Source: an optimization exercise on an open RTL-to-GDS flow (aim: small area). Production flows keep margins and buffers that such runs may drop. For this run, only the layout was checked, not whether the RTL still works.

[config.mk]
export PLATFORM = sky130hd
export DESIGN_NAME = acdma_top
export DESIGN_NICKNAME = acdma_top
export VERILOG_FILES = /design/flow/design.v
export SDC_FILE = /design/flow/constraint.sdc
export NUM_CORES = 4
export LEC_CHECK = 0
export CAP_MARGIN = 20
export CORE_MARGIN = 2
export CORE_UTILIZATION = 70
export PLACE_DENSITY = 0.8
export SLEW_MARGIN = 20
export SYNTH_HIERARCHICAL = 1
export SYNTH_MINIMUM_KEEP_SIZE = 0
[constraint.sdc]
create_clock -name core_clock -period 4.0 [get_ports {clk}]
set_input_delay 0.8000 -clock core_clock [delete_from_list [all_inputs] [get_ports {clk}]]
set_output_delay 0.8000 -clock core_clock [all_outputs]
set_load 0.01 [all_outputs]
[design.v]
package AggrCDMAPkg;
    parameter int CDMA_CODE_WIDTH = 16;                      
    parameter int NUM_PORTS       = CDMA_CODE_WIDTH;         
    parameter int DATA_WIDTH      = 8;                       
    parameter int LOG_CODE_WIDTH  = $clog2(CDMA_CODE_WIDTH-1); 
    parameter int COUNTER_WIDTH   = $clog2(CDMA_CODE_WIDTH-1);   
    parameter logic [CDMA_CODE_WIDTH*CDMA_CODE_WIDTH-1:0] CDMA_CODES    
                   = { 16'd0,
                       16'd21845,
                       16'd13107,
                       16'd26214,
                       16'd3855,
                       16'd23130,
                       16'd15420,
                       16'd26985,
                       16'd255,
                       16'd21930,
                       16'd13260,
                       16'd26265,
                       16'd4080,
                       16'd23205,
                       16'd15555,
                       16'd27030};
    typedef   logic [DATA_WIDTH-1:0] dataWord;  
endpackage
module fa3 (
  input  logic a,
  input  logic b,
  input  logic c,
  output logic s,
  output logic co
);
  assign s  = a ^ b ^ c;
  assign co = (a & b) | (a & c) | (b & c);
endmodule
module ha2 (
  input  logic a,
  input  logic b,
  output logic s,
  output logic co
);
  assign s  = a ^ b;
  assign co = a & b;
endmodule
module acdma_top (
  input  logic         clk,
  input  logic         rst,
  input  logic [127:0] data_in,
  output logic [127:0] decoded_out
);
  logic [15:1] chip;
  wire  [15:0] chipx = {chip, 1'b0};
  wire  [3:0]  ph = ~{chip[8], chip[4], chip[2], chip[1]};
  wire  [3:0]  nn = ~(ph + 4'h1);
  always_ff @(posedge clk) begin
    if (rst) {chip[12], chip[8], chip[4], chip[3], chip[2], chip[1]} <= 6'd0;
    else begin
      chip[1] <= nn[0];
      chip[2] <= nn[1];
      chip[3] <= nn[0] ^ nn[1];
      chip[4] <= nn[2];
      chip[8] <= nn[3];
      chip[12] <= nn[2] ^ nn[3];
    end
  end
  assign chip[5] = chip[1] ^ chip[4];
  assign chip[6] = chip[2] ^ chip[4];
  assign chip[7] = chip[3] ^ chip[4];
  assign chip[9] = chip[1] ^ chip[8];
  assign chip[10] = chip[2] ^ chip[8];
  assign chip[11] = chip[3] ^ chip[8];
  assign chip[13] = chip[1] ^ chip[12];
  assign chip[14] = chip[2] ^ chip[12];
  assign chip[15] = chip[3] ^ chip[12];
  logic [127:0] w;
  assign w[7:0] = {~(data_in[7] ^ chipx[0]), data_in[6:0] ^ {7{chipx[0]}}};
  assign w[15:8] = {~(data_in[15] ^ chipx[1]), data_in[14:8] ^ {7{chipx[1]}}};
  assign w[23:16] = {~(data_in[23] ^ chipx[2]), data_in[22:16] ^ {7{chipx[2]}}};
  assign w[31:24] = {~(data_in[31] ^ chipx[3]), data_in[30:24] ^ {7{chipx[3]}}};
  assign w[39:32] = {~(data_in[39] ^ chipx[4]), data_in[38:32] ^ {7{chipx[4]}}};
  assign w[47:40] = {~(data_in[47] ^ chipx[5]), data_in[46:40] ^ {7{chipx[5]}}};
  assign w[55:48] = {~(data_in[55] ^ chipx[6]), data_in[54:48] ^ {7{chipx[6]}}};
  assign w[63:56] = {~(data_in[63] ^ chipx[7]), data_in[62:56] ^ {7{chipx[7]}}};
  assign w[71:64] = {~(data_in[71] ^ chipx[8]), data_in[70:64] ^ {7{chipx[8]}}};
  assign w[79:72] = {~(data_in[79] ^ chipx[9]), data_in[78:72] ^ {7{chipx[9]}}};
  assign w[87:80] = {~(data_in[87] ^ chipx[10]), data_in[86:80] ^ {7{chipx[10]}}};
  assign w[95:88] = {~(data_in[95] ^ chipx[11]), data_in[94:88] ^ {7{chipx[11]}}};
  assign w[103:96] = {~(data_in[103] ^ chipx[12]), data_in[102:96] ^ {7{chipx[12]}}};
  assign w[111:104] = {~(data_in[111] ^ chipx[13]), data_in[110:104] ^ {7{chipx[13]}}};
  assign w[119:112] = {~(data_in[119] ^ chipx[14]), data_in[118:112] ^ {7{chipx[14]}}};
  assign w[127:120] = {~(data_in[127] ^ chipx[15]), data_in[126:120] ^ {7{chipx[15]}}};
  wire ts0, tc0;
  fa3 uts0 (.a(w[0]), .b(w[8]), .c(w[16]), .s(ts0), .co(tc0));
  wire ts1, tc1;
  fa3 uts1 (.a(w[24]), .b(w[32]), .c(w[64]), .s(ts1), .co(tc1));
  wire ts2, tc2;
  fa3 uts2 (.a(w[96]), .b(w[40]), .c(w[48]), .s(ts2), .co(tc2));
  wire ts3, tc3;
  fa3 uts3 (.a(w[56]), .b(w[72]), .c(w[80]), .s(ts3), .co(tc3));
  wire ts4, tc4;
  fa3 uts4 (.a(w[88]), .b(w[104]), .c(w[112]), .s(ts4), .co(tc4));
  wire ts5, tc5;
  fa3 uts5 (.a(w[120]), .b(ts0), .c(ts1), .s(ts5), .co(tc5));
  wire ts6, tc6;
  fa3 uts6 (.a(ts2), .b(ts3), .c(ts4), .s(ts6), .co(tc6));
  wire ts7, tc7;
  fa3 uts7 (.a(w[1]), .b(w[9]), .c(w[17]), .s(ts7), .co(tc7));
  wire ts8, tc8;
  fa3 uts8 (.a(w[25]), .b(w[33]), .c(w[65]), .s(ts8), .co(tc8));
  wire ts9, tc9;
  fa3 uts9 (.a(w[97]), .b(w[41]), .c(w[49]), .s(ts9), .co(tc9));
  wire ts10, tc10;
  fa3 uts10 (.a(w[57]), .b(w[73]), .c(w[81]), .s(ts10), .co(tc10));
  wire ts11, tc11;
  fa3 uts11 (.a(w[89]), .b(w[105]), .c(w[113]), .s(ts11), .co(tc11));
  wire ts12, tc12;
  fa3 uts12 (.a(w[121]), .b(tc0), .c(tc1), .s(ts12), .co(tc12));
  wire ts13, tc13;
  fa3 uts13 (.a(ts7), .b(ts8), .c(tc2), .s(ts13), .co(tc13));
  wire ts14, tc14;
  fa3 uts14 (.a(tc3), .b(tc4), .c(ts9), .s(ts14), .co(tc14));
  wire ts15, tc15;
  fa3 uts15 (.a(ts10), .b(ts11), .c(tc5), .s(ts15), .co(tc15));
  wire ts16, tc16;
  fa3 uts16 (.a(ts12), .b(tc6), .c(ts13), .s(ts16), .co(tc16));
  wire ts17, tc17;
  fa3 uts17 (.a(w[2]), .b(w[10]), .c(w[18]), .s(ts17), .co(tc17));
  wire ts18, tc18;
  fa3 uts18 (.a(w[26]), .b(w[34]), .c(w[66]), .s(ts18), .co(tc18));
  wire ts19, tc19;
  fa3 uts19 (.a(w[98]), .b(w[42]), .c(w[50]), .s(ts19), .co(tc19));
  wire ts20, tc20;
  fa3 uts20 (.a(w[58]), .b(w[74]), .c(w[82]), .s(ts20), .co(tc20));
  wire ts21, tc21;
  fa3 uts21 (.a(w[90]), .b(w[106]), .c(w[114]), .s(ts21), .co(tc21));
  wire ts22, tc22;
  fa3 uts22 (.a(w[122]), .b(tc7), .c(tc8), .s(ts22), .co(tc22));
  wire ts23, tc23;
  fa3 uts23 (.a(ts17), .b(ts18), .c(tc9), .s(ts23), .co(tc23));
  wire ts24, tc24;
  fa3 uts24 (.a(tc10), .b(tc11), .c(ts19), .s(ts24), .co(tc24));
  wire ts25, tc25;
  fa3 uts25 (.a(ts20), .b(ts21), .c(tc12), .s(ts25), .co(tc25));
  wire ts26, tc26;
  fa3 uts26 (.a(ts22), .b(tc13), .c(tc14), .s(ts26), .co(tc26));
  wire ts27, tc27;
  fa3 uts27 (.a(ts23), .b(ts24), .c(tc15), .s(ts27), .co(tc27));
  wire ts28, tc28;
  fa3 uts28 (.a(ts25), .b(tc16), .c(ts26), .s(ts28), .co(tc28));
  wire ts29, tc29;
  fa3 uts29 (.a(w[3]), .b(w[11]), .c(w[19]), .s(ts29), .co(tc29));
  wire ts30, tc30;
  fa3 uts30 (.a(w[27]), .b(w[35]), .c(w[67]), .s(ts30), .co(tc30));
  wire ts31, tc31;
  fa3 uts31 (.a(w[99]), .b(w[43]), .c(w[51]), .s(ts31), .co(tc31));
  wire ts32, tc32;
  fa3 uts32 (.a(w[59]), .b(w[75]), .c(w[83]), .s(ts32), .co(tc32));
  wire ts33, tc33;
  fa3 uts33 (.a(w[91]), .b(w[107]), .c(w[115]), .s(ts33), .co(tc33));
  wire ts34, tc34;
  fa3 uts34 (.a(w[123]), .b(tc17), .c(tc18), .s(ts34), .co(tc34));
  wire ts35, tc35;
  fa3 uts35 (.a(ts29), .b(ts30), .c(tc19), .s(ts35), .co(tc35));
  wire ts36, tc36;
  fa3 uts36 (.a(tc20), .b(tc21), .c(ts31), .s(ts36), .co(tc36));
  wire ts37, tc37;
  fa3 uts37 (.a(ts32), .b(ts33), .c(tc22), .s(ts37), .co(tc37));
  wire ts38, tc38;
  fa3 uts38 (.a(ts34), .b(tc23), .c(tc24), .s(ts38), .co(tc38));
  wire ts39, tc39;
  fa3 uts39 (.a(ts35), .b(tc25), .c(ts36), .s(ts39), .co(tc39));
  wire ts40, tc40;
  fa3 uts40 (.a(ts37), .b(tc26), .c(ts38), .s(ts40), .co(tc40));
  wire ts41, tc41;
  fa3 uts41 (.a(tc27), .b(ts39), .c(tc28), .s(ts41), .co(tc41));
  wire ts42, tc42;
  fa3 uts42 (.a(w[4]), .b(w[12]), .c(w[20]), .s(ts42), .co(tc42));
  wire ts43, tc43;
  fa3 uts43 (.a(w[28]), .b(w[36]), .c(w[68]), .s(ts43), .co(tc43));
  wire ts44, tc44;
  fa3 uts44 (.a(w[100]), .b(w[44]), .c(w[52]), .s(ts44), .co(tc44));
  wire ts45, tc45;
  fa3 uts45 (.a(w[60]), .b(w[76]), .c(w[84]), .s(ts45), .co(tc45));
  wire ts46, tc46;
  fa3 uts46 (.a(w[92]), .b(w[108]), .c(w[116]), .s(ts46), .co(tc46));
  wire ts47, tc47;
  fa3 uts47 (.a(w[124]), .b(tc29), .c(tc30), .s(ts47), .co(tc47));
  wire ts48, tc48;
  fa3 uts48 (.a(ts42), .b(ts43), .c(tc31), .s(ts48), .co(tc48));
  wire ts49, tc49;
  fa3 uts49 (.a(tc32), .b(tc33), .c(ts44), .s(ts49), .co(tc49));
  wire ts50, tc50;
  fa3 uts50 (.a(ts45), .b(ts46), .c(tc34), .s(ts50), .co(tc50));
  wire ts51, tc51;
  fa3 uts51 (.a(ts47), .b(tc35), .c(tc36), .s(ts51), .co(tc51));
  wire ts52, tc52;
  fa3 uts52 (.a(ts48), .b(tc37), .c(ts49), .s(ts52), .co(tc52));
  wire ts53, tc53;
  fa3 uts53 (.a(ts50), .b(tc38), .c(tc39), .s(ts53), .co(tc53));
  wire ts54, tc54;
  fa3 uts54 (.a(ts51), .b(ts52), .c(tc40), .s(ts54), .co(tc54));
  wire ts55, tc55;
  fa3 uts55 (.a(w[5]), .b(w[13]), .c(w[21]), .s(ts55), .co(tc55));
  wire ts56, tc56;
  fa3 uts56 (.a(w[29]), .b(w[37]), .c(w[69]), .s(ts56), .co(tc56));
  wire ts57, tc57;
  fa3 uts57 (.a(w[101]), .b(w[45]), .c(w[53]), .s(ts57), .co(tc57));
  wire ts58, tc58;
  fa3 uts58 (.a(w[61]), .b(w[77]), .c(w[85]), .s(ts58), .co(tc58));
  wire ts59, tc59;
  fa3 uts59 (.a(w[93]), .b(w[109]), .c(w[117]), .s(ts59), .co(tc59));
  wire ts60, tc60;
  fa3 uts60 (.a(w[125]), .b(tc42), .c(tc43), .s(ts60), .co(tc60));
  wire ts61, tc61;
  fa3 uts61 (.a(ts55), .b(ts56), .c(tc44), .s(ts61), .co(tc61));
  wire ts62, tc62;
  fa3 uts62 (.a(tc45), .b(tc46), .c(ts57), .s(ts62), .co(tc62));
  wire ts63, tc63;
  fa3 uts63 (.a(ts58), .b(ts59), .c(tc47), .s(ts63), .co(tc63));
  wire ts64, tc64;
  fa3 uts64 (.a(ts60), .b(tc48), .c(tc49), .s(ts64), .co(tc64));
  wire ts65, tc65;
  fa3 uts65 (.a(ts61), .b(tc50), .c(ts62), .s(ts65), .co(tc65));
  wire ts66, tc66;
  fa3 uts66 (.a(ts63), .b(tc51), .c(tc52), .s(ts66), .co(tc66));
  wire ts67, tc67;
  fa3 uts67 (.a(ts64), .b(ts65), .c(tc53), .s(ts67), .co(tc67));
  wire ts68, tc68;
  fa3 uts68 (.a(w[6]), .b(w[14]), .c(w[22]), .s(ts68), .co(tc68));
  wire ts69, tc69;
  fa3 uts69 (.a(w[30]), .b(w[38]), .c(w[70]), .s(ts69), .co(tc69));
  wire ts70, tc70;
  fa3 uts70 (.a(w[102]), .b(w[46]), .c(w[54]), .s(ts70), .co(tc70));
  wire ts71, tc71;
  fa3 uts71 (.a(w[62]), .b(w[78]), .c(w[86]), .s(ts71), .co(tc71));
  wire ts72, tc72;
  fa3 uts72 (.a(w[94]), .b(w[110]), .c(w[118]), .s(ts72), .co(tc72));
  wire ts73, tc73;
  fa3 uts73 (.a(w[126]), .b(tc55), .c(tc56), .s(ts73), .co(tc73));
  wire ts74, tc74;
  fa3 uts74 (.a(ts68), .b(ts69), .c(tc57), .s(ts74), .co(tc74));
  wire ts75, tc75;
  fa3 uts75 (.a(tc58), .b(tc59), .c(ts70), .s(ts75), .co(tc75));
  wire ts76, tc76;
  fa3 uts76 (.a(ts71), .b(ts72), .c(tc60), .s(ts76), .co(tc76));
  wire ts77, tc77;
  fa3 uts77 (.a(ts73), .b(tc61), .c(tc62), .s(ts77), .co(tc77));
  wire ts78, tc78;
  fa3 uts78 (.a(ts74), .b(tc63), .c(ts75), .s(ts78), .co(tc78));
  wire ts79, tc79;
  fa3 uts79 (.a(ts76), .b(tc64), .c(tc65), .s(ts79), .co(tc79));
  wire ts80, tc80;
  fa3 uts80 (.a(ts77), .b(ts78), .c(tc66), .s(ts80), .co(tc80));
  wire ts81, tc81;
  fa3 uts81 (.a(w[7]), .b(w[15]), .c(w[23]), .s(ts81), .co(tc81));
  wire ts82, tc82;
  fa3 uts82 (.a(w[31]), .b(w[39]), .c(w[71]), .s(ts82), .co(tc82));
  wire ts83, tc83;
  fa3 uts83 (.a(w[103]), .b(w[47]), .c(w[55]), .s(ts83), .co(tc83));
  wire ts84, tc84;
  fa3 uts84 (.a(w[63]), .b(w[79]), .c(w[87]), .s(ts84), .co(tc84));
  wire ts85, tc85;
  fa3 uts85 (.a(w[95]), .b(w[111]), .c(w[119]), .s(ts85), .co(tc85));
  wire ts86, tc86;
  fa3 uts86 (.a(w[127]), .b(tc68), .c(tc69), .s(ts86), .co(tc86));
  wire ts87, tc87;
  fa3 uts87 (.a(ts81), .b(ts82), .c(tc70), .s(ts87), .co(tc87));
  wire ts88, tc88;
  fa3 uts88 (.a(tc71), .b(tc72), .c(ts83), .s(ts88), .co(tc88));
  wire ts89, tc89;
  fa3 uts89 (.a(ts84), .b(ts85), .c(tc73), .s(ts89), .co(tc89));
  wire ts90, tc90;
  fa3 uts90 (.a(ts86), .b(tc74), .c(tc75), .s(ts90), .co(tc90));
  wire ts91, tc91;
  fa3 uts91 (.a(ts87), .b(tc76), .c(ts88), .s(ts91), .co(tc91));
  wire ts92, tc92;
  fa3 uts92 (.a(ts89), .b(tc77), .c(tc78), .s(ts92), .co(tc92));
  wire ts93, tc93;
  fa3 uts93 (.a(ts90), .b(ts91), .c(tc79), .s(ts93), .co(tc93));
  wire ts94, tc94;
  fa3 uts94 (.a(tc81), .b(tc82), .c(tc83), .s(ts94), .co(tc94));
  wire ts95, tc95;
  fa3 uts95 (.a(tc84), .b(tc85), .c(tc86), .s(ts95), .co(tc95));
  wire ts96, tc96;
  fa3 uts96 (.a(tc87), .b(tc88), .c(ts94), .s(ts96), .co(tc96));
  wire ts97, tc97;
  fa3 uts97 (.a(tc89), .b(ts95), .c(tc90), .s(ts97), .co(tc97));
  wire ts98, tc98;
  fa3 uts98 (.a(tc91), .b(ts96), .c(tc92), .s(ts98), .co(tc98));
  wire ts99, tc99;
  fa3 uts99 (.a(tc94), .b(tc95), .c(tc96), .s(ts99), .co(tc99));
  wire [11:0] t0 = {1'b0, tc99, tc97, ts97, ts92, ts79, ts66, ts53, ts40, ts27, ts14, ts5};
  wire [11:0] t1 = {1'b0, 1'b0, ts99, tc93, tc80, tc67, tc54, tc41, ts41, ts28, ts15, ts6};
  wire [11:0] t2 = {1'b0, 1'b0, tc98, ts98, ts93, ts80, ts67, ts54, 1'b0, 1'b0, ts16, 1'b0};
  logic [11:0] a0, a1, a2;
  logic [11:0] r1, r2;
  logic [11:3] r3;
  logic [3:0] xl;
  logic [7:0] xd;
  logic cx;
  wire sel = ~ph[0];
  wire [3:0] xa = sel ? {r2[2:0], 1'b0} : r2[3:0];
  wire [3:0] xb = sel ? ~xl : r1[3:0];
  wire [4:0] xc;
  wire [3:0] xs;
  ha2 uxl0 (.a(xa[0]), .b(xb[0]), .s(xs[0]), .co(xc[1]));
  fa3 uxl1 (.a(xa[1]), .b(xb[1]), .c(xc[1]), .s(xs[1]), .co(xc[2]));
  fa3 uxl2 (.a(xa[2]), .b(xb[2]), .c(xc[2]), .s(xs[2]), .co(xc[3]));
  fa3 uxl3 (.a(xa[3]), .b(xb[3]), .c(xc[3]), .s(xs[3]), .co(xc[4]));
  wire [7:0] ya = sel ? r3[11:4] : r3[10:3];
  wire [7:0] yb = sel ? r2[11:4] : ~xd;
  wire [8:0] yc;
  wire [7:0] ys;
  assign yc[0] = cx;
  fa3 uxh0 (.a(ya[0]), .b(yb[0]), .c(yc[0]), .s(ys[0]), .co(yc[1]));
  fa3 uxh1 (.a(ya[1]), .b(yb[1]), .c(yc[1]), .s(ys[1]), .co(yc[2]));
  fa3 uxh2 (.a(ya[2]), .b(yb[2]), .c(yc[2]), .s(ys[2]), .co(yc[3]));
  fa3 uxh3 (.a(ya[3]), .b(yb[3]), .c(yc[3]), .s(ys[3]), .co(yc[4]));
  fa3 uxh4 (.a(ya[4]), .b(yb[4]), .c(yc[4]), .s(ys[4]), .co(yc[5]));
  fa3 uxh5 (.a(ya[5]), .b(yb[5]), .c(yc[5]), .s(ys[5]), .co(yc[6]));
  fa3 uxh6 (.a(ya[6]), .b(yb[6]), .c(yc[6]), .s(ys[6]), .co(yc[7]));
  assign ys[7] = ya[7] ^ yb[7] ^ yc[7];
  always_ff @(posedge clk) begin
    a0 <= t0;
    a1 <= t1;
    a2 <= t2;
    r1 <= a0 + a1 + a2;
    r2 <= r1;
    r3 <= r2[11:3];
    xl <= xs;
    cx <= xc[4];
    xd <= ys;
  end
  wire [3:0] xlo = xl;
  logic [7:0] sl, sh;
  logic clr_lo, clr_hi;
  assign clr_lo = (ph == 4'd4) | (ph == 4'd5);
  always_comb begin
    case (ph)
      4'd0: sl = 8'haa;
      4'd1: sl = 8'h55;
      4'd2: sl = 8'h00;
      4'd3: sl = 8'h00;
      4'd4: sl = 8'h5a;
      4'd5: sl = 8'hb4;
      4'd6: sl = 8'he1;
      4'd7: sl = 8'hc3;
      4'd8: sl = 8'ha5;
      4'd9: sl = 8'h4b;
      4'd10: sl = 8'h1e;
      4'd11: sl = 8'h3c;
      4'd12: sl = 8'h99;
      4'd13: sl = 8'h33;
      4'd14: sl = 8'h66;
      4'd15: sl = 8'hcc;
      default: sl = 8'h00;
    endcase
  end
  always_ff @(posedge clk) begin
    sh <= sl;
    clr_hi <= clr_lo;
  end
  logic [3:0] klo [0:7];
  logic [7:0] khi [0:7];
  assign klo[0] = ph[0] ? 4'hc : 4'hc;
  assign khi[0] = ph[0] ? 8'hff : 8'hff;
  assign klo[1] = ph[0] ? 4'hc : 4'hc;
  assign khi[1] = ph[0] ? 8'hff : 8'hff;
  assign klo[2] = ph[0] ? 4'hc : 4'h8;
  assign khi[2] = ph[0] ? 8'h7 : 8'hff;
  assign klo[3] = ph[0] ? 4'h0 : 4'hc;
  assign khi[3] = ph[0] ? 8'hff : 8'h0;
  assign klo[4] = ph[0] ? 4'hc : 4'hc;
  assign khi[4] = ph[0] ? 8'hff : 8'hff;
  assign klo[5] = ph[0] ? 4'hc : 4'hc;
  assign khi[5] = ph[0] ? 8'hff : 8'hff;
  assign klo[6] = ph[0] ? 4'hc : 4'hc;
  assign khi[6] = ph[0] ? 8'hff : 8'hff;
  assign klo[7] = ph[0] ? 4'hc : 4'hc;
  assign khi[7] = ph[0] ? 8'hff : 8'hff;
  logic [11:0] ring [0:15];
  logic [7:0]  cy;
  wire [3:0] la0 = clr_lo ? klo[0] : ring[0][3:0];
  wire [3:0] lb0 = xlo ^ {4{sl[0]}};
  wire [4:0] lc0;
  wire [3:0] ls0;
  assign lc0[0] = 1'b0;
  ha2 ul0_0 (.a(la0[0]), .b(lb0[0]), .s(ls0[0]), .co(lc0[1]));
  fa3 ul0_1 (.a(la0[1]), .b(lb0[1]), .c(lc0[1]), .s(ls0[1]), .co(lc0[2]));
  fa3 ul0_2 (.a(la0[2]), .b(lb0[2]), .c(lc0[2]), .s(ls0[2]), .co(lc0[3]));
  fa3 ul0_3 (.a(la0[3]), .b(lb0[3]), .c(lc0[3]), .s(ls0[3]), .co(lc0[4]));
  wire [7:0] ha0 = clr_hi ? khi[0] : ring[1][11:4];
  wire [7:0] hb0 = xd ^ {8{sh[0]}};
  wire [7:0] hc0;
  wire [7:0] hs0;
  assign hc0[0] = cy[0];
  fa3 uh0_0 (.a(ha0[0]), .b(hb0[0]), .c(hc0[0]), .s(hs0[0]), .co(hc0[1]));
  fa3 uh0_1 (.a(ha0[1]), .b(hb0[1]), .c(hc0[1]), .s(hs0[1]), .co(hc0[2]));
  fa3 uh0_2 (.a(ha0[2]), .b(hb0[2]), .c(hc0[2]), .s(hs0[2]), .co(hc0[3]));
  fa3 uh0_3 (.a(ha0[3]), .b(hb0[3]), .c(hc0[3]), .s(hs0[3]), .co(hc0[4]));
  fa3 uh0_4 (.a(ha0[4]), .b(hb0[4]), .c(hc0[4]), .s(hs0[4]), .co(hc0[5]));
  fa3 uh0_5 (.a(ha0[5]), .b(hb0[5]), .c(hc0[5]), .s(hs0[5]), .co(hc0[6]));
  fa3 uh0_6 (.a(ha0[6]), .b(hb0[6]), .c(hc0[6]), .s(hs0[6]), .co(hc0[7]));
  assign hs0[7] = ha0[7] ^ hb0[7] ^ hc0[7];
  wire [3:0] la1 = clr_lo ? klo[1] : ring[2][3:0];
  wire [3:0] lb1 = xlo ^ {4{sl[1]}};
  wire [4:0] lc1;
  wire [3:0] ls1;
  assign lc1[0] = 1'b0;
  ha2 ul1_0 (.a(la1[0]), .b(lb1[0]), .s(ls1[0]), .co(lc1[1]));
  fa3 ul1_1 (.a(la1[1]), .b(lb1[1]), .c(lc1[1]), .s(ls1[1]), .co(lc1[2]));
  fa3 ul1_2 (.a(la1[2]), .b(lb1[2]), .c(lc1[2]), .s(ls1[2]), .co(lc1[3]));
  fa3 ul1_3 (.a(la1[3]), .b(lb1[3]), .c(lc1[3]), .s(ls1[3]), .co(lc1[4]));
  wire [7:0] ha1 = clr_hi ? khi[1] : ring[3][11:4];
  wire [7:0] hb1 = xd ^ {8{sh[1]}};
  wire [7:0] hc1;
  wire [7:0] hs1;
  assign hc1[0] = cy[1];
  fa3 uh1_0 (.a(ha1[0]), .b(hb1[0]), .c(hc1[0]), .s(hs1[0]), .co(hc1[1]));
  fa3 uh1_1 (.a(ha1[1]), .b(hb1[1]), .c(hc1[1]), .s(hs1[1]), .co(hc1[2]));
  fa3 uh1_2 (.a(ha1[2]), .b(hb1[2]), .c(hc1[2]), .s(hs1[2]), .co(hc1[3]));
  fa3 uh1_3 (.a(ha1[3]), .b(hb1[3]), .c(hc1[3]), .s(hs1[3]), .co(hc1[4]));
  fa3 uh1_4 (.a(ha1[4]), .b(hb1[4]), .c(hc1[4]), .s(hs1[4]), .co(hc1[5]));
  fa3 uh1_5 (.a(ha1[5]), .b(hb1[5]), .c(hc1[5]), .s(hs1[5]), .co(hc1[6]));
  fa3 uh1_6 (.a(ha1[6]), .b(hb1[6]), .c(hc1[6]), .s(hs1[6]), .co(hc1[7]));
  assign hs1[7] = ha1[7] ^ hb1[7] ^ hc1[7];
  wire [3:0] la2 = clr_lo ? klo[2] : ring[4][3:0];
  wire [3:0] lb2 = xlo ^ {4{sl[2]}};
  wire [4:0] lc2;
  wire [3:0] ls2;
  assign lc2[0] = 1'b0;
  ha2 ul2_0 (.a(la2[0]), .b(lb2[0]), .s(ls2[0]), .co(lc2[1]));
  fa3 ul2_1 (.a(la2[1]), .b(lb2[1]), .c(lc2[1]), .s(ls2[1]), .co(lc2[2]));
  fa3 ul2_2 (.a(la2[2]), .b(lb2[2]), .c(lc2[2]), .s(ls2[2]), .co(lc2[3]));
  fa3 ul2_3 (.a(la2[3]), .b(lb2[3]), .c(lc2[3]), .s(ls2[3]), .co(lc2[4]));
  wire [7:0] ha2 = clr_hi ? khi[2] : ring[5][11:4];
  wire [7:0] hb2 = xd ^ {8{sh[2]}};
  wire [7:0] hc2;
  wire [7:0] hs2;
  assign hc2[0] = cy[2];
  fa3 uh2_0 (.a(ha2[0]), .b(hb2[0]), .c(hc2[0]), .s(hs2[0]), .co(hc2[1]));
  fa3 uh2_1 (.a(ha2[1]), .b(hb2[1]), .c(hc2[1]), .s(hs2[1]), .co(hc2[2]));
  fa3 uh2_2 (.a(ha2[2]), .b(hb2[2]), .c(hc2[2]), .s(hs2[2]), .co(hc2[3]));
  fa3 uh2_3 (.a(ha2[3]), .b(hb2[3]), .c(hc2[3]), .s(hs2[3]), .co(hc2[4]));
  fa3 uh2_4 (.a(ha2[4]), .b(hb2[4]), .c(hc2[4]), .s(hs2[4]), .co(hc2[5]));
  fa3 uh2_5 (.a(ha2[5]), .b(hb2[5]), .c(hc2[5]), .s(hs2[5]), .co(hc2[6]));
  fa3 uh2_6 (.a(ha2[6]), .b(hb2[6]), .c(hc2[6]), .s(hs2[6]), .co(hc2[7]));
  assign hs2[7] = ha2[7] ^ hb2[7] ^ hc2[7];
  wire [3:0] la3 = clr_lo ? klo[3] : ring[6][3:0];
  wire [3:0] lb3 = xlo ^ {4{sl[3]}};
  wire [4:0] lc3;
  wire [3:0] ls3;
  assign lc3[0] = 1'b0;
  ha2 ul3_0 (.a(la3[0]), .b(lb3[0]), .s(ls3[0]), .co(lc3[1]));
  fa3 ul3_1 (.a(la3[1]), .b(lb3[1]), .c(lc3[1]), .s(ls3[1]), .co(lc3[2]));
  fa3 ul3_2 (.a(la3[2]), .b(lb3[2]), .c(lc3[2]), .s(ls3[2]), .co(lc3[3]));
  fa3 ul3_3 (.a(la3[3]), .b(lb3[3]), .c(lc3[3]), .s(ls3[3]), .co(lc3[4]));
  wire [7:0] ha3 = clr_hi ? khi[3] : ring[7][11:4];
  wire [7:0] hb3 = xd ^ {8{sh[3]}};
  wire [7:0] hc3;
  wire [7:0] hs3;
  assign hc3[0] = cy[3];
  fa3 uh3_0 (.a(ha3[0]), .b(hb3[0]), .c(hc3[0]), .s(hs3[0]), .co(hc3[1]));
  fa3 uh3_1 (.a(ha3[1]), .b(hb3[1]), .c(hc3[1]), .s(hs3[1]), .co(hc3[2]));
  fa3 uh3_2 (.a(ha3[2]), .b(hb3[2]), .c(hc3[2]), .s(hs3[2]), .co(hc3[3]));
  fa3 uh3_3 (.a(ha3[3]), .b(hb3[3]), .c(hc3[3]), .s(hs3[3]), .co(hc3[4]));
  fa3 uh3_4 (.a(ha3[4]), .b(hb3[4]), .c(hc3[4]), .s(hs3[4]), .co(hc3[5]));
  fa3 uh3_5 (.a(ha3[5]), .b(hb3[5]), .c(hc3[5]), .s(hs3[5]), .co(hc3[6]));
  fa3 uh3_6 (.a(ha3[6]), .b(hb3[6]), .c(hc3[6]), .s(hs3[6]), .co(hc3[7]));
  assign hs3[7] = ha3[7] ^ hb3[7] ^ hc3[7];
  wire [3:0] la4 = clr_lo ? klo[4] : ring[8][3:0];
  wire [3:0] lb4 = xlo ^ {4{sl[4]}};
  wire [4:0] lc4;
  wire [3:0] ls4;
  assign lc4[0] = 1'b0;
  ha2 ul4_0 (.a(la4[0]), .b(lb4[0]), .s(ls4[0]), .co(lc4[1]));
  fa3 ul4_1 (.a(la4[1]), .b(lb4[1]), .c(lc4[1]), .s(ls4[1]), .co(lc4[2]));
  fa3 ul4_2 (.a(la4[2]), .b(lb4[2]), .c(lc4[2]), .s(ls4[2]), .co(lc4[3]));
  fa3 ul4_3 (.a(la4[3]), .b(lb4[3]), .c(lc4[3]), .s(ls4[3]), .co(lc4[4]));
  wire [7:0] ha4 = clr_hi ? khi[4] : ring[9][11:4];
  wire [7:0] hb4 = xd ^ {8{sh[4]}};
  wire [7:0] hc4;
  wire [7:0] hs4;
  assign hc4[0] = cy[4];
  fa3 uh4_0 (.a(ha4[0]), .b(hb4[0]), .c(hc4[0]), .s(hs4[0]), .co(hc4[1]));
  fa3 uh4_1 (.a(ha4[1]), .b(hb4[1]), .c(hc4[1]), .s(hs4[1]), .co(hc4[2]));
  fa3 uh4_2 (.a(ha4[2]), .b(hb4[2]), .c(hc4[2]), .s(hs4[2]), .co(hc4[3]));
  fa3 uh4_3 (.a(ha4[3]), .b(hb4[3]), .c(hc4[3]), .s(hs4[3]), .co(hc4[4]));
  fa3 uh4_4 (.a(ha4[4]), .b(hb4[4]), .c(hc4[4]), .s(hs4[4]), .co(hc4[5]));
  fa3 uh4_5 (.a(ha4[5]), .b(hb4[5]), .c(hc4[5]), .s(hs4[5]), .co(hc4[6]));
  fa3 uh4_6 (.a(ha4[6]), .b(hb4[6]), .c(hc4[6]), .s(hs4[6]), .co(hc4[7]));
  assign hs4[7] = ha4[7] ^ hb4[7] ^ hc4[7];
  wire [3:0] la5 = clr_lo ? klo[5] : ring[10][3:0];
  wire [3:0] lb5 = xlo ^ {4{sl[5]}};
  wire [4:0] lc5;
  wire [3:0] ls5;
  assign lc5[0] = 1'b0;
  ha2 ul5_0 (.a(la5[0]), .b(lb5[0]), .s(ls5[0]), .co(lc5[1]));
  fa3 ul5_1 (.a(la5[1]), .b(lb5[1]), .c(lc5[1]), .s(ls5[1]), .co(lc5[2]));
  fa3 ul5_2 (.a(la5[2]), .b(lb5[2]), .c(lc5[2]), .s(ls5[2]), .co(lc5[3]));
  fa3 ul5_3 (.a(la5[3]), .b(lb5[3]), .c(lc5[3]), .s(ls5[3]), .co(lc5[4]));
  wire [7:0] ha5 = clr_hi ? khi[5] : ring[11][11:4];
  wire [7:0] hb5 = xd ^ {8{sh[5]}};
  wire [7:0] hc5;
  wire [7:0] hs5;
  assign hc5[0] = cy[5];
  fa3 uh5_0 (.a(ha5[0]), .b(hb5[0]), .c(hc5[0]), .s(hs5[0]), .co(hc5[1]));
  fa3 uh5_1 (.a(ha5[1]), .b(hb5[1]), .c(hc5[1]), .s(hs5[1]), .co(hc5[2]));
  fa3 uh5_2 (.a(ha5[2]), .b(hb5[2]), .c(hc5[2]), .s(hs5[2]), .co(hc5[3]));
  fa3 uh5_3 (.a(ha5[3]), .b(hb5[3]), .c(hc5[3]), .s(hs5[3]), .co(hc5[4]));
  fa3 uh5_4 (.a(ha5[4]), .b(hb5[4]), .c(hc5[4]), .s(hs5[4]), .co(hc5[5]));
  fa3 uh5_5 (.a(ha5[5]), .b(hb5[5]), .c(hc5[5]), .s(hs5[5]), .co(hc5[6]));
  fa3 uh5_6 (.a(ha5[6]), .b(hb5[6]), .c(hc5[6]), .s(hs5[6]), .co(hc5[7]));
  assign hs5[7] = ha5[7] ^ hb5[7] ^ hc5[7];
  wire [3:0] la6 = clr_lo ? klo[6] : ring[12][3:0];
  wire [3:0] lb6 = xlo ^ {4{sl[6]}};
  wire [4:0] lc6;
  wire [3:0] ls6;
  assign lc6[0] = 1'b0;
  ha2 ul6_0 (.a(la6[0]), .b(lb6[0]), .s(ls6[0]), .co(lc6[1]));
  fa3 ul6_1 (.a(la6[1]), .b(lb6[1]), .c(lc6[1]), .s(ls6[1]), .co(lc6[2]));
  fa3 ul6_2 (.a(la6[2]), .b(lb6[2]), .c(lc6[2]), .s(ls6[2]), .co(lc6[3]));
  fa3 ul6_3 (.a(la6[3]), .b(lb6[3]), .c(lc6[3]), .s(ls6[3]), .co(lc6[4]));
  wire [7:0] ha6 = clr_hi ? khi[6] : ring[13][11:4];
  wire [7:0] hb6 = xd ^ {8{sh[6]}};
  wire [7:0] hc6;
  wire [7:0] hs6;
  assign hc6[0] = cy[6];
  fa3 uh6_0 (.a(ha6[0]), .b(hb6[0]), .c(hc6[0]), .s(hs6[0]), .co(hc6[1]));
  fa3 uh6_1 (.a(ha6[1]), .b(hb6[1]), .c(hc6[1]), .s(hs6[1]), .co(hc6[2]));
  fa3 uh6_2 (.a(ha6[2]), .b(hb6[2]), .c(hc6[2]), .s(hs6[2]), .co(hc6[3]));
  fa3 uh6_3 (.a(ha6[3]), .b(hb6[3]), .c(hc6[3]), .s(hs6[3]), .co(hc6[4]));
  fa3 uh6_4 (.a(ha6[4]), .b(hb6[4]), .c(hc6[4]), .s(hs6[4]), .co(hc6[5]));
  fa3 uh6_5 (.a(ha6[5]), .b(hb6[5]), .c(hc6[5]), .s(hs6[5]), .co(hc6[6]));
  fa3 uh6_6 (.a(ha6[6]), .b(hb6[6]), .c(hc6[6]), .s(hs6[6]), .co(hc6[7]));
  assign hs6[7] = ha6[7] ^ hb6[7] ^ hc6[7];
  wire [3:0] la7 = clr_lo ? klo[7] : ring[14][3:0];
  wire [3:0] lb7 = xlo ^ {4{sl[7]}};
  wire [4:0] lc7;
  wire [3:0] ls7;
  assign lc7[0] = 1'b0;
  ha2 ul7_0 (.a(la7[0]), .b(lb7[0]), .s(ls7[0]), .co(lc7[1]));
  fa3 ul7_1 (.a(la7[1]), .b(lb7[1]), .c(lc7[1]), .s(ls7[1]), .co(lc7[2]));
  fa3 ul7_2 (.a(la7[2]), .b(lb7[2]), .c(lc7[2]), .s(ls7[2]), .co(lc7[3]));
  fa3 ul7_3 (.a(la7[3]), .b(lb7[3]), .c(lc7[3]), .s(ls7[3]), .co(lc7[4]));
  wire [7:0] ha7 = clr_hi ? khi[7] : ring[15][11:4];
  wire [7:0] hb7 = xd ^ {8{sh[7]}};
  wire [7:0] hc7;
  wire [7:0] hs7;
  assign hc7[0] = cy[7];
  fa3 uh7_0 (.a(ha7[0]), .b(hb7[0]), .c(hc7[0]), .s(hs7[0]), .co(hc7[1]));
  fa3 uh7_1 (.a(ha7[1]), .b(hb7[1]), .c(hc7[1]), .s(hs7[1]), .co(hc7[2]));
  fa3 uh7_2 (.a(ha7[2]), .b(hb7[2]), .c(hc7[2]), .s(hs7[2]), .co(hc7[3]));
  fa3 uh7_3 (.a(ha7[3]), .b(hb7[3]), .c(hc7[3]), .s(hs7[3]), .co(hc7[4]));
  fa3 uh7_4 (.a(ha7[4]), .b(hb7[4]), .c(hc7[4]), .s(hs7[4]), .co(hc7[5]));
  fa3 uh7_5 (.a(ha7[5]), .b(hb7[5]), .c(hc7[5]), .s(hs7[5]), .co(hc7[6]));
  fa3 uh7_6 (.a(ha7[6]), .b(hb7[6]), .c(hc7[6]), .s(hs7[6]), .co(hc7[7]));
  assign hs7[7] = ha7[7] ^ hb7[7] ^ hc7[7];
  always_ff @(posedge clk) begin
    ring[1] <= {ring[0][11:4], ls0};
    cy[0] <= lc0[4];
    ring[2] <= {hs0, ring[1][3:0]};
    ring[3] <= {ring[2][11:4], ls1};
    cy[1] <= lc1[4];
    ring[4] <= {hs1, ring[3][3:0]};
    ring[5] <= {ring[4][11:4], ls2};
    cy[2] <= lc2[4];
    ring[6] <= {hs2, ring[5][3:0]};
    ring[7] <= {ring[6][11:4], ls3};
    cy[3] <= lc3[4];
    ring[8] <= {hs3, ring[7][3:0]};
    ring[9] <= {ring[8][11:4], ls4};
    cy[4] <= lc4[4];
    ring[10] <= {hs4, ring[9][3:0]};
    ring[11] <= {ring[10][11:4], ls5};
    cy[5] <= lc5[4];
    ring[12] <= {hs5, ring[11][3:0]};
    ring[13] <= {ring[12][11:4], ls6};
    cy[6] <= lc6[4];
    ring[14] <= {hs6, ring[13][3:0]};
    ring[15] <= {ring[14][11:4], ls7};
    cy[7] <= lc7[4];
    ring[0] <= {hs7, ring[15][3:0]};
  end
  assign decoded_out[7:0] = ring[5][11:4];
  assign decoded_out[15:8] = ring[6][11:4];
  assign decoded_out[23:16] = ring[7][11:4];
  assign decoded_out[31:24] = ring[8][11:4];
  assign decoded_out[39:32] = ring[9][11:4];
  assign decoded_out[47:40] = ring[10][11:4];
  assign decoded_out[55:48] = ring[11][11:4];
  assign decoded_out[63:56] = ring[12][11:4];
  assign decoded_out[71:64] = ring[13][11:4];
  assign decoded_out[79:72] = ring[14][11:4];
  assign decoded_out[87:80] = ring[15][11:4];
  assign decoded_out[95:88] = ring[0][11:4];
  assign decoded_out[103:96] = ring[1][11:4];
  assign decoded_out[111:104] = ring[2][11:4];
  assign decoded_out[119:112] = ring[3][11:4];
  assign decoded_out[127:120] = ring[4][11:4];
endmodule
[flow/run.sh]
#!/bin/bash
# The standard layout, with the smallest buffer on every input and output port
# instead of the flow's default choice, and clock tree synthesis without dummy
# loads and with smaller clock buffers.  make's output goes to flow_make.log.
set -euo pipefail
export BUFFER_PORTS_ARGS="-buffer_cell sky130_fd_sc_hd__buf_1"
export CTS_ARGS="-sink_clustering_enable -repair_clock_nets -dont_use_dummy_load -buf_list {sky130_fd_sc_hd__clkbuf_8} -sink_clustering_size 20 -sink_clustering_max_diameter 60"
bash standard.sh > flow_make.log 2>&1
[standard.sh]
#!/bin/bash
# synth_recipe.tcl (not shown) runs the flow's synth.tcl, then flattens the netlist and writes it again
# the make line also repeats each setting of config.mk as NAME=value (left out here)
make -C /OpenROAD-flow-scripts/flow DESIGN_CONFIG=/design/flow/config.mk WORK_HOME=/design/flow/orfs CLKGATE_MAP_FILE= SYNTH_SCRIPT=/design/flow/synth_recipe.tcl "${@:-finish}"
==> impl_metrics.env <==
export IMPL_status="no timing/DRC/antenna violations"
export IMPL_period_share_pct=96.8
export IMPL_post_place_ws_ns=-0.0646
export IMPL_num_vias=7987
export IMPL_seqCellArea_um2=5790
export IMPL_dp_cells=1565
export IMPL_synth_top_area_share_pct=38.7
export IMPL_rsz0062_at_grt="true"
export IMPL_cts_reportedPaths_clkPinSlew_ns=0.11
export IMPL_root_buffer="clkbuf_8"
export IMPL_grt_pass1_vias=8639
export IMPL_synthAdderAreaFrac_pct=28.7
export IMPL_vias_per_cell=5.05
export IMPL_tightest_slew_ns=0.761
export IMPL_fin_skew_ns=0.0377
export IMPL_clk_insertion_delay_late_ns=0.53
export IMPL_synthXorXnorAreaFrac_pct=15.6
export IMPL_critPathMaxStageDelay_ns=0.45
export IMPL_fin_ws_ns=0.127
export IMPL_overflow=0
export IMPL_core_region_area_um2=21000
export IMPL_multi_input_area_um2=8040
export IMPL_clock_fmax_mhz=258
export IMPL_yosysWarningCount=19
export IMPL_synth_seq_area_share_pct=38.7
export IMPL_grt_pass1_wl_um=43500
export IMPL_instances_no_fill=1583
export IMPL_worstPathRequired_ns=4.40
export IMPL_portBuffers=257
export IMPL_clock_sinks=289
export IMPL_fin_nets=1664
export IMPL_slew_headroom_pct=49.0
export IMPL_first_iter_violations=280
export IMPL_crit_family="adder cells"
export IMPL_htreeDepth=1
export IMPL_slew_violations=0
export IMPL_synth_compound_area_share_pct=2.43
export IMPL_path_max_fanout=4
export IMPL_antenna_found_initial=1
export IMPL_place_area_um2=15400
export IMPL_critical_path_buf_inv_count=0
export IMPL_final_area_um2=15800
export IMPL_cts_made_buffers=18
export IMPL_ios=258
export IMPL_cap_viol_max_count=0
export IMPL_area_growth_pct=5.51
export IMPL_fillers=1373
export IMPL_initial_core_util_pct=71.2
export IMPL_synth_edf_count=0
export IMPL_synth_top_family_by_area="adder cells"
export IMPL_wl_per_cell_um=17.5
export IMPL_antenna_cells=0
export IMPL_grt_max_degree=35
export IMPL_drive_above_1_share_pct=14.1
export IMPL_grt_use_total_pct=25.4
export IMPL_holdWs_ns=0.319
export IMPL_ys_types=44
export IMPL_slowest_stage="fa_1"
export IMPL_first_pass_iters=4
export IMPL_die_area_um2=22600
export IMPL_yosys_top_cells_count="dfxtp_1 (289), fa_1 (198), buf_4 (134)"
export IMPL_crit_top_cell="fa_1"
export IMPL_place_gp_congestion=0.898
export IMPL_dp_hpwl_um=22600
export IMPL_ys_ff_latch=289
export IMPL_avgSynthCellArea_um2=12.7
export IMPL_syn_num_nets=1530
export IMPL_critPathCaptureType="register"
export IMPL_die_w_um=150
export IMPL_hp_class="reg -> reg"
export IMPL_yosys_area_share_simple_pct=4.84
export IMPL_synth_area_leaders="dfxtp_1 (39%), fa_1 (26%), xor2_1 (7.5%)"
export IMPL_hold_violations=0
export IMPL_wl_um=27800
export IMPL_fin_util_pct=75.1
export IMPL_ant_nets=0
export IMPL_syn_inst=1176
export IMPL_worstSetupPathType="reg -> reg"
export IMPL_synth_main_ff_cell="dfxtp_1"
export IMPL_yosysMostFrequentCell="dfxtp_1"
export IMPL_clockBufferDepth=3
export IMPL_cts_tree="built"
export IMPL_drc=0
export IMPL_setup_viol=0
export IMPL_yosysTopAreaCell="dfxtp_1"
export IMPL_synthMuxAreaShare_pct=0.970
export IMPL_arrival_ns=4.27
export IMPL_num_rows=53
export IMPL_crit_chain="mux2_2 > fa_1 > fa_1 > fa_1 > fa_1 > fa_1 > fa_1 > fa_1 > xnor2_1"
export IMPL_worst_setup_path_start_kind="register"
export IMPL_syn_area_um2=15000
export IMPL_synth_async_sr_flop_share_pct=0
export IMPL_finalCriticalPeriod_ns=3.87
export IMPL_die_h_um=150
==> cell type report <==
type | count | area share (%)
inverter | 34 | 0.888
tap | 275 | 2.18
timing repair buffer | 289 | 7.76
multi-input combinational | 678 | 50.9
sequential | 289 | 36.7
clock buffer | 18 | 1.57
==> worst paths after layout <==
check | from | end | slack [ns] | depth (start not counted)
worst min-delay path | r1[5] | r2[5] | 0.32 | 0
worst min register to register | r1[5] | r2[5] | 0.32 | 0
worst max register to register | chip[1] | xd[7] | 0.13 | 9
worst max-delay path | chip[1] | xd[7] | 0.13 | 9
==> repair_timing <==
action	4_1_cts	5_1_grt
pin swaps	11	11
resized for setup	16	23
setup endpoints to repair	7	10
hold buffers	0	0
setup buffers	0	0
==> sequential cells by signal, summed over array words and instances, names as in the netlist <==
register / count
a0: 11
a1: 10
a2: 7
chip: 6
clr_hi: 1
cx: 1
cy: 8
r1: 12
r2: 12
r3: 9
ring: 192
sh: 8
xd: 8
xl: 4
==> Yosys stat by module (local to each module, per instance) <==
module	cells inside	copies in the design
acdma_top	977	1
fa3	1	190
ha2	1	9
==> cells by family after synthesis <==
logic type               Yosys count
buffers and inverters            209
adder cells (fa/ha/maj)          224
AND/OR/NAND/NOR                  134
AO/OA/AOI/OAI                     55
XOR/XNOR                         253
flip-flops                       289
multiplexers                      12
==> placed cells by master (no fill, tap or decap), types with 2 or more instances in the layout <==
master	synthesis	routed
dfxtp_1	289	286
buf_1	4	257
fa_1	198	146
xor2_1	128	128
xnor2_1	117	114
fa_2	0	52
or2_2	46	44
inv_1	33	33
o21ai_0	30	29
buf_4	134	29
nand2_1	28	27
ha_1	26	26
nor2_1	19	19
clkbuf_8	0	18
nand2b_1	16	16
and2_1	16	16
mux2_2	10	10
a21oi_1	8	8
xnor2_4	5	7
nor2b_1	4	4
xnor2_2	3	4
a211oi_1	3	3
or2_4	1	3
nand2_2	2	3
o21ai_1	1	2
o21ai_2	2	2
dfxtp_2	0	2
buf_6	3	2
==> through the flow <==
| stage | setup TNS (ns) |
|---|---|
| global placement | 0 |
| CTS | 0 |
| floorplan | -0.0330 |
| global route | -0.00279 |
| finish | 0 |
| detailed placement | -0.154 |
==> metal layers <==
metal / vias up / routed length [µm] / share of wire [%] / track usage (%)
li1: 3718 / - / - / -
met1: 3946 / 11300 / 41 / 31.3
met2: 267 / 14400 / 52 / 47.1
met3: 54 / 1380 / 5.0 / 2.88
met4: 2 / 702 / 2.5 / 7.17
met5: - / 18 / 0.065 / 0

what the ideal ports hide:
How much do the figures lean on ideal ports? The routed layout below was timed once more, with nothing changed but the port constraints.
Step 1 sets driving cells, clkbuf_16 on the clock port and buf_2 on the other inputs (assumed; they add their load-dependent delay and slew).
Step 2 also shifts input and output timing later by t, the mid clock arrival at the registers, as if the neighbouring blocks saw the same clock.
Three values: no drivers, after step 1, after step 2; two values: the first two.
shift t [ns]: 0.546
slack for setup (ns): 0.127 / 0.127 / 0.127
latest minus earliest clock arrival (ns): 0.038 / 0.038
worst register clock-pin slew, ns: 0.12 / 0.12
cell pins on the clock port's net: 1
After both steps setup and hold are still met in this run. The setup slack of this run moves by 0.000 ns with the drivers and by 0.000 ns with both steps.
